This design comes from an exercise in tuning for small area, a short achievable clock period and few clock cycles on the open sky130 flow, not from production work. At most, simulation tests tie the RTL to the original design; equivalence was not proved. Only the layout flow was run in run 1; the RTL was not checked for function there.

==> flow/design.v, too long to show whole: its modules and the start of the top module <==
// module tx_path: 94 lines
// module tx_core: 1052 lines
// module rx_path: 190 lines
// module rx_sign: 2705 lines
// module dpsk_modem: 51 lines
module dpsk_modem (
  input  logic        clk,
  input  logic        rst_n,
  input  logic        cfg_qpsk,      
  input  logic        cfg_bypass,    
  input  logic        tx_in_valid,
  output logic        tx_in_ready,
  input  logic [7:0]  tx_in_data,
  input  logic        tx_in_last,
  output logic        tx_out_valid,
  input  logic        tx_out_ready,
  output logic [31:0] tx_out_data,
  output logic        tx_out_last,
  input  logic        rx_in_valid,
  output logic        rx_in_ready,
  input  logic [31:0] rx_in_data,
  input  logic        rx_in_last,
  output logic        rx_out_valid,
  input  logic        rx_out_ready,
  output logic [7:0]  rx_out_data,
  output logic        rx_out_last
);
  // ...
==> flow/flow/run.sh <==
#!/bin/bash
set -e
cd "$(dirname "$0")/.."
export SETUP_SLACK_MARGIN=${SETUP_SLACK_MARGIN:-7.5}
bash standard.sh > standard.log 2>&1
==> flow/standard.sh <==
#!/bin/bash
# synth_recipe.tcl (not shown) runs the flow's synth.tcl, then flattens the netlist and writes it again
# the make line also repeats each setting of config.mk as NAME=value (left out here)
make -C /OpenROAD-flow-scripts/flow DESIGN_CONFIG=/design/flow/config.mk WORK_HOME=/design/flow/orfs CLKGATE_MAP_FILE= SYNTH_SCRIPT=/design/flow/synth_recipe.tcl "${@:-finish}"
==> flow/config.mk <==
export PLATFORM = sky130hd
export DESIGN_NAME = dpsk_modem
export DESIGN_NICKNAME = dpsk_modem
export VERILOG_FILES = /design/flow/design.v
export SDC_FILE = /design/flow/constraint.sdc
export NUM_CORES = 4
export LEC_CHECK = 0
export CAP_MARGIN = 20
export CORE_MARGIN = 2
export CORE_UTILIZATION = 40
export SLEW_MARGIN = 20
==> flow/constraint.sdc <==
create_clock -name core_clock -period 14.0 [get_ports {clk}]
set_input_delay 2.8000 -clock core_clock [delete_from_list [all_inputs] [get_ports {clk}]]
set_output_delay 2.8000 -clock core_clock [all_outputs]
set_load 0.01 [all_outputs]
==> flow_summary.ini, run 1 <==
[placement]
gp_congestion = 0.978
portBuffers = 95

[worst_setup_path]
r2r_slack_ns = 7.39
cp_cell_sequence = clkinvlp_4 > fa_2 > fa_1 > inv_2 > fa_1 > inv_2 > fa_1 > fa_1 > fa_2 > nand4b_1 > or3_1 > or3_4 > a31oi_4 > a21oi_4 > buf_6 > and4b_1 > or3_1 > nand2_2 > a221oi_1 > a32o_1
crit_path_max_incr_delay_ns = 0.64
cp_top_family = adder cells

[synth]
synthMostInstantiatedCell = inv_1
synthTopCellsByCount = inv_1, fa_1, xnor2_1
syn_inst = 4833
synth_area_um2 = 43600

[min_path]
min_path_cells = 0

[finish]
layout-area-overhead-vs-synth_pct = 11.2
drive_gt1_share_pct = 11.2
seq_cells = 203
nMultiInputCombCells = 3396
final_cell_count_no_fill = 6232
clock_cell_area_share_pct = 2.04

[drt]
ant_nets = 0
met2WireLength_um = 69900
top_layer = met5
wl_per_cell_um = 24.8
wl_met3_um = 14400
drt-total-wl_um = 155000
drt_pre_antenna_iters = 6

[cts]
cts.sinks = 203
clk_path_buf_depth = 3
root_buffer = clkbuf_16

[job]
max_cap_violations = 0

[global_route]
grtUsageMet1_pct = 35.3
grt.busiest_layer = met2
grt_pass1_wl_um = 236000

[sta]
finalSetupViolCount = 0

[run_status]
outcome = no timing/DRC/antenna violations

[floorplan]
die_x_um = 334
==> module rx_path, before the edit <==
module rx_path (
  input  logic        clk,
  input  logic        rst_n,
  input  logic        qpsk,          
  input  logic        in_valid,
  output logic        in_ready,
  input  logic [31:0] in_data,
  input  logic        in_last,
  output logic        out_valid,
  input  logic        out_ready,
  output logic [7:0]  out_data,
  output logic        out_last
);
  logic [3:0] K;
  assign K = qpsk ? 4'd2 : 4'd1;
  logic signed [15:0] yI, yQ;
  logic [7:0]         pIn, pIo, pIt, pQn, pQo, pQt;
  logic               nsI, nsQ;      
  logic               v1, l1;
  logic               rdy;
  logic               acc;
  assign in_ready = rdy;
  assign acc      = in_valid & rdy;
  logic [7:0] eIn, eIo, eIt, eQn, eQo, eQt;
  logic [16:0] yIx, yQx;
  assign yIx = {yI, 1'b0};
  assign yQx = {yQ, 1'b0};
  always_comb begin
    for (int i = 0; i < 8; i++) begin
      eIn[i] = yIx[2*i+2];
      eIo[i] = yIx[2*i+1] ^ yIx[2*i];
      eIt[i] = (yIx[2*i+2] & ~yIx[2*i+1] & ~yIx[2*i]) | (~yIx[2*i+2] & yIx[2*i+1] & yIx[2*i]);
      eQn[i] = yQx[2*i+2];
      eQo[i] = yQx[2*i+1] ^ yQx[2*i];
      eQt[i] = (yQx[2*i+2] & ~yQx[2*i+1] & ~yQx[2*i]) | (~yQx[2*i+2] & yQx[2*i+1] & yQx[2*i]);
    end
  end
  logic [7:0] reG, imG;
  logic [7:1] reP, imP;
  logic       reX, imX;
  rx_sign u_sign (
    .yI(yI), .yQ(yQ),
    .pIn(pIn), .pIo(pIo), .pIt(pIt),
    .pQn(pQn), .pQo(pQo), .pQt(pQt),
    .reG(reG), .reP(reP), .reX(reX),
    .imG(imG), .imP(imP), .imX(imX)
  );
  logic y_p1, y_m1, y_pj, y_mj;
  assign y_p1 = (yI ==  16'sd32767) && (yQ == 16'sd0);
  assign y_m1 = (yI == -16'sd32767) && (yQ == 16'sd0);
  assign y_pj = (yI == 16'sd0) && (yQ ==  16'sd32767);
  assign y_mj = (yI == 16'sd0) && (yQ == -16'sd32767);
  logic fast, fb0, fb1;
  always_comb begin
    fast = y_p1 | y_m1 | y_pj | y_mj;
    if (y_p1)      begin fb0 = pIn[7]; fb1 = nsQ;    end
    else if (y_m1) begin fb0 = nsI;    fb1 = pQn[7]; end
    else if (y_pj) begin fb0 = pQn[7]; fb1 = pIn[7]; end
    else           begin fb0 = nsQ;    fb1 = nsI;    end
  end
  logic [7:0] reG2, imG2;
  logic [7:1] reP2, imP2;
  logic       reX2, imX2;
  logic       fast2, fb02, fb12;
  logic       v2, l2;
  logic cre, cim;
  always_comb begin
    cre = reG2[0];
    cim = imG2[0];
    for (int i = 1; i < 8; i++) begin
      cre = reG2[i] | (reP2[i] & cre);
      cim = imG2[i] | (imP2[i] & cim);
    end
  end
  logic b0, b1;
  assign b0 = fast2 ? fb02 : (reX2 ^ cre);
  assign b1 = fast2 ? fb12 : (imX2 ^ cim);
  logic [7:0] pk;                      
  logic [3:0] fill;                    
  logic       plast;
  logic [7:0] ob;
  logic       obv, oblast;
  assign out_valid = obv;
  assign out_data  = ob;
  assign out_last  = oblast;
  logic [7:0] pk_sh;
  assign pk_sh = qpsk ? {b1, b0, pk[7:2]} : {b0, pk[7:1]};
  logic pend, done;
  assign pend = (fill == 4'd8);
  assign done = v2 & (fill + K == 4'd8);
  logic [3:0] fill_n, fill_w;
  logic       obv_n, obv_w, plast_n, oblast_n, ob_load;
  always_comb begin
    fill_n   = fill;
    obv_n    = obv & ~out_ready;
    plast_n  = plast;
    oblast_n = oblast;
    ob_load  = 1'b0;
    if (pend) begin
      if (~obv | out_ready) begin
        ob_load  = 1'b1;
        obv_n    = 1'b1;
        oblast_n = plast;
        fill_n   = v2 ? K : 4'd0;
        plast_n  = v2 & l2;
      end
    end else if (v2) begin
      if (done) begin
        if (~obv | out_ready) begin
          ob_load  = 1'b1;
          obv_n    = 1'b1;
          oblast_n = plast | l2;
          fill_n   = 4'd0;
          plast_n  = 1'b0;
        end else begin
          fill_n   = 4'd8;
          plast_n  = plast | l2;
        end
      end else begin
        fill_n  = fill + K;
        plast_n = plast | l2;
      end
    end
    fill_w = fill;
    obv_w  = obv;
    if (pend) begin
      if (~obv) begin
        obv_w  = 1'b1;
        fill_w = v2 ? K : 4'd0;
      end
    end else if (v2) begin
      if (done) begin
        if (~obv) begin
          obv_w  = 1'b1;
          fill_w = 4'd0;
        end else begin
          fill_w = 4'd8;
        end
      end else begin
        fill_w = fill + K;
      end
    end
  end
  logic [4:0] occ_w;
  assign occ_w = {1'b0, K} + (v1 ? {1'b0, K} : 5'd0) + {1'b0, fill_w} + (obv_w ? 5'd8 : 5'd0);
  always_ff @(posedge clk or negedge rst_n) begin
    if (!rst_n) begin
      pIn    <= 8'h7f;
      pIo    <= 8'h01;
      pIt    <= 8'h80;
      pQn    <= 8'h00;
      pQo    <= 8'h00;
      pQt    <= 8'h00;
      nsI    <= 1'b1;
      nsQ    <= 1'b0;
      v1     <= 1'b0;
      v2     <= 1'b0;
      rdy    <= 1'b1;
      fill   <= 4'd0;
      plast  <= 1'b0;
      obv    <= 1'b0;
      oblast <= 1'b0;
    end else begin
      v1 <= acc;
      v2 <= v1;
      if (v1) begin
        pIn <= eIn; pIo <= eIo; pIt <= eIt;
        pQn <= eQn; pQo <= eQo; pQt <= eQt;
        nsI <= ((yI != 16'sd0) & ~yI[15]) | (yI == -16'sd32768);
        nsQ <= ((yQ != 16'sd0) & ~yQ[15]) | (yQ == -16'sd32768);
      end
      rdy    <= (occ_w + {1'b0, K}) <= 5'd16;
      fill   <= fill_n;
      plast  <= plast_n;
      obv    <= obv_n;
      oblast <= oblast_n;
    end
  end
  always_ff @(posedge clk) begin
    yI <= in_data[31:16];
    yQ <= in_data[15:0];
    l1 <= in_last;
    l2    <= l1;
    reG2  <= reG;  reP2 <= reP;  reX2 <= reX;
    imG2  <= imG;  imP2 <= imP;  imX2 <= imX;
    fast2 <= fast; fb02 <= fb0;  fb12 <= fb1;
    if (v2 & ~(pend & obv & ~out_ready)) pk <= pk_sh;
    if (ob_load) ob <= pend ? pk : pk_sh;
  end
endmodule
==> run 2: changes to the inputs <==
--- a/flow/design.v
+++ b/flow/design.v
@@ -1206,23 +1206,18 @@
     else if (y_pj) begin fb0 = pQn[7]; fb1 = pIn[7]; end
     else           begin fb0 = nsQ;    fb1 = nsI;    end
   end
-  logic [7:0] reG2, imG2;
-  logic [7:1] reP2, imP2;
-  logic       reX2, imX2;
-  logic       fast2, fb02, fb12;
-  logic       v2, l2;
   logic cre, cim;
   always_comb begin
-    cre = reG2[0];
-    cim = imG2[0];
+    cre = reG[0];
+    cim = imG[0];
     for (int i = 1; i < 8; i++) begin
-      cre = reG2[i] | (reP2[i] & cre);
-      cim = imG2[i] | (imP2[i] & cim);
+      cre = reG[i] | (reP[i] & cre);
+      cim = imG[i] | (imP[i] & cim);
     end
   end
   logic b0, b1;
-  assign b0 = fast2 ? fb02 : (reX2 ^ cre);
-  assign b1 = fast2 ? fb12 : (imX2 ^ cim);
+  assign b0 = fast ? fb0 : (reX ^ cre);
+  assign b1 = fast ? fb1 : (imX ^ cim);
   logic [7:0] pk;                      
   logic [3:0] fill;                    
   logic       plast;
@@ -1235,7 +1230,7 @@
   assign pk_sh = qpsk ? {b1, b0, pk[7:2]} : {b0, pk[7:1]};
   logic pend, done;
   assign pend = (fill == 4'd8);
-  assign done = v2 & (fill + K == 4'd8);
+  assign done = v1 & (fill + K == 4'd8);
   logic [3:0] fill_n, fill_w;
   logic       obv_n, obv_w, plast_n, oblast_n, ob_load;
   always_comb begin
@@ -1249,24 +1244,24 @@
         ob_load  = 1'b1;
         obv_n    = 1'b1;
         oblast_n = plast;
-        fill_n   = v2 ? K : 4'd0;
-        plast_n  = v2 & l2;
+        fill_n   = v1 ? K : 4'd0;
+        plast_n  = v1 & l1;
       end
-    end else if (v2) begin
+    end else if (v1) begin
       if (done) begin
         if (~obv | out_ready) begin
           ob_load  = 1'b1;
           obv_n    = 1'b1;
-          oblast_n = plast | l2;
+          oblast_n = plast | l1;
           fill_n   = 4'd0;
           plast_n  = 1'b0;
         end else begin
           fill_n   = 4'd8;
-          plast_n  = plast | l2;
+          plast_n  = plast | l1;
         end
       end else begin
         fill_n  = fill + K;
-        plast_n = plast | l2;
+        plast_n = plast | l1;
       end
     end
     fill_w = fill;
@@ -1274,9 +1269,9 @@
     if (pend) begin
       if (~obv) begin
         obv_w  = 1'b1;
-        fill_w = v2 ? K : 4'd0;
+        fill_w = v1 ? K : 4'd0;
       end
-    end else if (v2) begin
+    end else if (v1) begin
       if (done) begin
         if (~obv) begin
           obv_w  = 1'b1;
@@ -1290,7 +1285,7 @@
     end
   end
   logic [4:0] occ_w;
-  assign occ_w = {1'b0, K} + (v1 ? {1'b0, K} : 5'd0) + {1'b0, fill_w} + (obv_w ? 5'd8 : 5'd0);
+  assign occ_w = {1'b0, K} + {1'b0, fill_w} + (obv_w ? 5'd8 : 5'd0);
   always_ff @(posedge clk or negedge rst_n) begin
     if (!rst_n) begin
       pIn    <= 8'h7f;
@@ -1302,7 +1297,6 @@
       nsI    <= 1'b1;
       nsQ    <= 1'b0;
       v1     <= 1'b0;
-      v2     <= 1'b0;
       rdy    <= 1'b1;
       fill   <= 4'd0;
       plast  <= 1'b0;
@@ -1310,7 +1304,6 @@
       oblast <= 1'b0;
     end else begin
       v1 <= acc;
-      v2 <= v1;
       if (v1) begin
         pIn <= eIn; pIo <= eIo; pIt <= eIt;
         pQn <= eQn; pQo <= eQo; pQt <= eQt;
@@ -1328,11 +1321,7 @@
     yI <= in_data[31:16];
     yQ <= in_data[15:0];
     l1 <= in_last;
-    l2    <= l1;
-    reG2  <= reG;  reP2 <= reP;  reX2 <= reX;
-    imG2  <= imG;  imP2 <= imP;  imX2 <= imX;
-    fast2 <= fast; fb02 <= fb0;  fb12 <= fb1;
-    if (v2 & ~(pend & obv & ~out_ready)) pk <= pk_sh;
+    if (v1 & ~(pend & obv & ~out_ready)) pk <= pk_sh;
     if (ob_load) ob <= pend ? pk : pk_sh;
   end
 endmodule
--- a/flow/config.mk
+++ b/flow/config.mk
@@ -5,6 +5,7 @@
 export SDC_FILE = /design/flow/constraint.sdc
 export NUM_CORES = 4
 export LEC_CHECK = 0
+export ABC_AREA = 1
 export CAP_MARGIN = 20
 export CORE_MARGIN = 2
 export CORE_UTILIZATION = 40
==> run 2 against run 1 <==
  * Clock skew is 0.0048 ns lower
  * Sequential cell count shrank 37
  * Worst hold slack improved by 0.16 ns
  * Final cell count up 5.6%
  * Die area decreased by 2.9%
  * Count of clock-buffer cells in the layout fell by 16
==> flow_summary.ini, run 2 <==
[run_status]
outcome = no timing/DRC/antenna violations

[floorplan]
initial_core_util_pct = 40.3
core-area_um2 = 105000
rows = 119
die_x_um = 329
dieArea_um2 = 108000
io_pins = 96
dieHeight_um = 329

[global_route]
grt_pass1_vias = 37900
grt_max_degree = 80
grt_overflow_total = 0
antenna_found_initial = 1
grt_usage_pct = 30.3
grt_pass1_wl_um = 245000

[cts]
cts.clk_slew.worst_paths_ns = 0.09
root_buffer = clkbuf_16
cts_buffers = 17
cts.sinks = 166
htree_levels = 4
cts_tree = done
clk_path_buf_depth = 2
clk_latency_ns = 0.46

[finish]
drive_gt1_share_pct = 9.51
design_area_um2 = 46700
layout_common_cells = inv_1, fa_1, nand2_1
layout.nets = 6184
layout_commonest_cell = inv_1
final_util_pct = 44.5
layout-area-overhead-vs-synth_pct = 10.4
num-fill-cells = 10600
antenna_cells = 0

[drt]
ant_nets = 0
drt_pre_antenna_iters = 9
viasPerCell = 5.75
drt-total-wl_um = 165000
drc = 0
initialDrtViolationCount = 4223
wl_per_cell_um = 25.0
dr_total_vias = 37800

[sta]
fin_tns_setup_ns = 0
tightest_slew_ns = 0.987
hold_viol = 0
fin_crit_ns = 6.29
drv_slew = 0
finClkSkew_ns = 0.0161
post-route-period-util_pct = 44.9
finalSetupViolCount = 0
rsz0062_at_grt = true
clock.fmax_ghz = 0.159
slew_headroom_pct = 34.2

[placement]
dp_hpwl_um = 115000
portBuffers = 95
gp_congestion = 0.978
placed_cell_area_um2 = 44400

[synth]
yosys.cell_types.count = 68
synth_ff_type = dfrtp_1
ys_seq_area_share_pct = 9.86
syn_nets = 6175
netlist.area_leader.share_pct = 31.3
ys_ff_latch = 166
syn_inst = 5170
synthMostInstantiatedCell = inv_1
syn_avg_cell_area_um2 = 8.19
ys_async_sr_fraction_pct = 60.2
yosys_warnings = 4
synth_area_um2 = 42300
synth_area_leader_cell = fa_1
synth_edf_count = 32
synth_area_leaders = fa_1, xor2_1, inv_1
synthTopCellsByCount = inv_1, fa_1, nand2_1

[min_path]
hold_path.class = register to register

[worst_setup_path]
cp-start-kind = register
cp.arrival_ns = 6.68
cp.required_ns = 14.39
critPathMaxFanout = 5
path_class = register to register
cp-end-kind = register

[job]
max_cap_violations = 0
-- run 2: changes by cell type after synthesis, sizes merged, moves of 29 or more --
cell / change
inv: +194
o22ai: +485
a21o: -42
nand3: +150
xnor2: -522
nand2: +448
xor2: +495
dfxtp: -36
o21ai: +38
a22oi: -489
clkbuf: -66
nor2b: -39
nand2b: -29
-- run 2: critical path, stage by stage (launching register included) --
cell and delay, ns:
dfstp_4 0.65, clkinvlp_4 0.20, buf_4 0.23, fa_1 0.49, fa_1 0.49, inv_1 0.05
fa_1 0.53, inv_1 0.07, fa_1 0.45, fa_1 0.52, inv_1 0.04, ha_1 0.27
ha_2 0.33, a21oi_2 0.17, o21ai_0 0.12, a21oi_1 0.14, nand3_1 0.16, nand3_1 0.10
nand2_1 0.09, or2_2 0.29, nand3_1 0.19, nand2_1 0.11, nand2_1 0.09, nand3_1 0.09
nand3_1 0.12, nand3_1 0.07, a21oi_1 0.15
-- run 2: logic make-up after synthesis --
kind of cell	count (synthesis)	share of synthesized area, %
buf+inv	1377	12.6
compound gates	971	13.8
flops	166	9.86
simple gates	1102	11.3
xor+xnor	598	12.5
fa+ha+maj	956	40.0
-- run 2: repair_timing --
| action | 4_1_cts | 5_1_grt |
|---|---|---|
| endpoints found under the setup margin | 24 | 26 |
| hold buffers | 0 | 0 |
| gates resized for setup | 48 | 172 |
| pin swaps | 0 | 12 |
| setup buffers | 31 | 90 |
| gates cloned | 0 | 0 |
-- run 2: layout make-up --
| type | instances | area [µm²] | share of cell area, % |
|---|---|---|---|
| Clock buffer | 17 | 425 | 0.910 |
| Clock inverter | 15 | 223 | 0.476 |
| Tap cell | 1391 | 1740 | 3.72 |
| Inverter | 1055 | 4120 | 8.81 |
| Sequential cell | 166 | 4290 | 9.18 |
| Timing Repair Buffer | 312 | 2780 | 5.94 |
| Multi-Input combinational cell | 3627 | 33200 | 71.0 |
-- run 2: final timing paths --
| path | startpoint | endpoint | slack (ns) | depth (start not counted) |
|---|---|---|---|---|
| max | u_tx.pI[8] | u_tx.pI[13] | 7.71 | 26 |
| max in group asynchronous | rst_n | u_tx.pQ[1] | 10.21 | 2 |
| min in group asynchronous | rst_n | u_rx.v1 | 2.28 | 1 |
| min | u_tx.nlast | u_tx.nlast | 0.49 | 2 |
| max reg2reg | u_tx.pI[8] | u_tx.pI[13] | 7.71 | 26 |
| min reg2reg | u_tx.nlast | u_tx.nlast | 0.49 | 2 |
-- run 2: layer usage --
| layer | routed length [µm] | share of wire, % | track usage (%) | vias up |
|---|---|---|---|---|
| li1 | - | - | - | 16400 |
| met1 | 67500 | 41 | 42.1 | 18600 |
| met2 | 69300 | 42 | 44.6 | 2331 |
| met3 | 19900 | 12 | 8.12 | 483 |
| met4 | 8020 | 4.9 | 12.5 | 2 |
| met5 | 13 | 0.0079 | 0 | - |
-- run 2: per-stage QoR --
step	hold slack, ns	setup slack, ns	cells
3_5_place_dp	0.472	6.76	6429
2_1_floorplan	0.447	8.28	5170
4_1_cts	0.492	7.48	6492
5_1_grt	0.520	7.42	6583
3_3_place_gp	0.467	6.78	6429
6_report	0.489	7.71	6583
Testbench counts of run 2, summed over its fixed seeds: cycles 2,336.

==> separate check: timing with driven ports <==
No port has a modelled driver above. Below, the same layouts with a new extraction and two added sets of constraints.
Step 1 assumes that a clkbuf_16 drives the clock port and a buf_2 every other input.
Step 2 times the ports against the registers' clock, not the clock port: input delays grow and output delays shrink by t, the midpoint of the rising clock arrivals with the driver on.
Slacks: no drivers / after step 1 / after step 2; pairs: no drivers / after step 1.
run | t, ns | slack for setup (ns) | worst hold slack (ns) | worst setup path after step 2 | worst slew at a driven data input, ns
run 1 | 0.673 | 7.391 / 7.391 / 7.391 | 0.332 / 0.332 / 0.332 | register to register | 0.08
run 2 | 0.500 | 7.713 / 7.713 / 7.713 | 0.489 / 0.489 / 0.489 | register to register | 0.10
After both steps setup and hold are still met in every run listed.
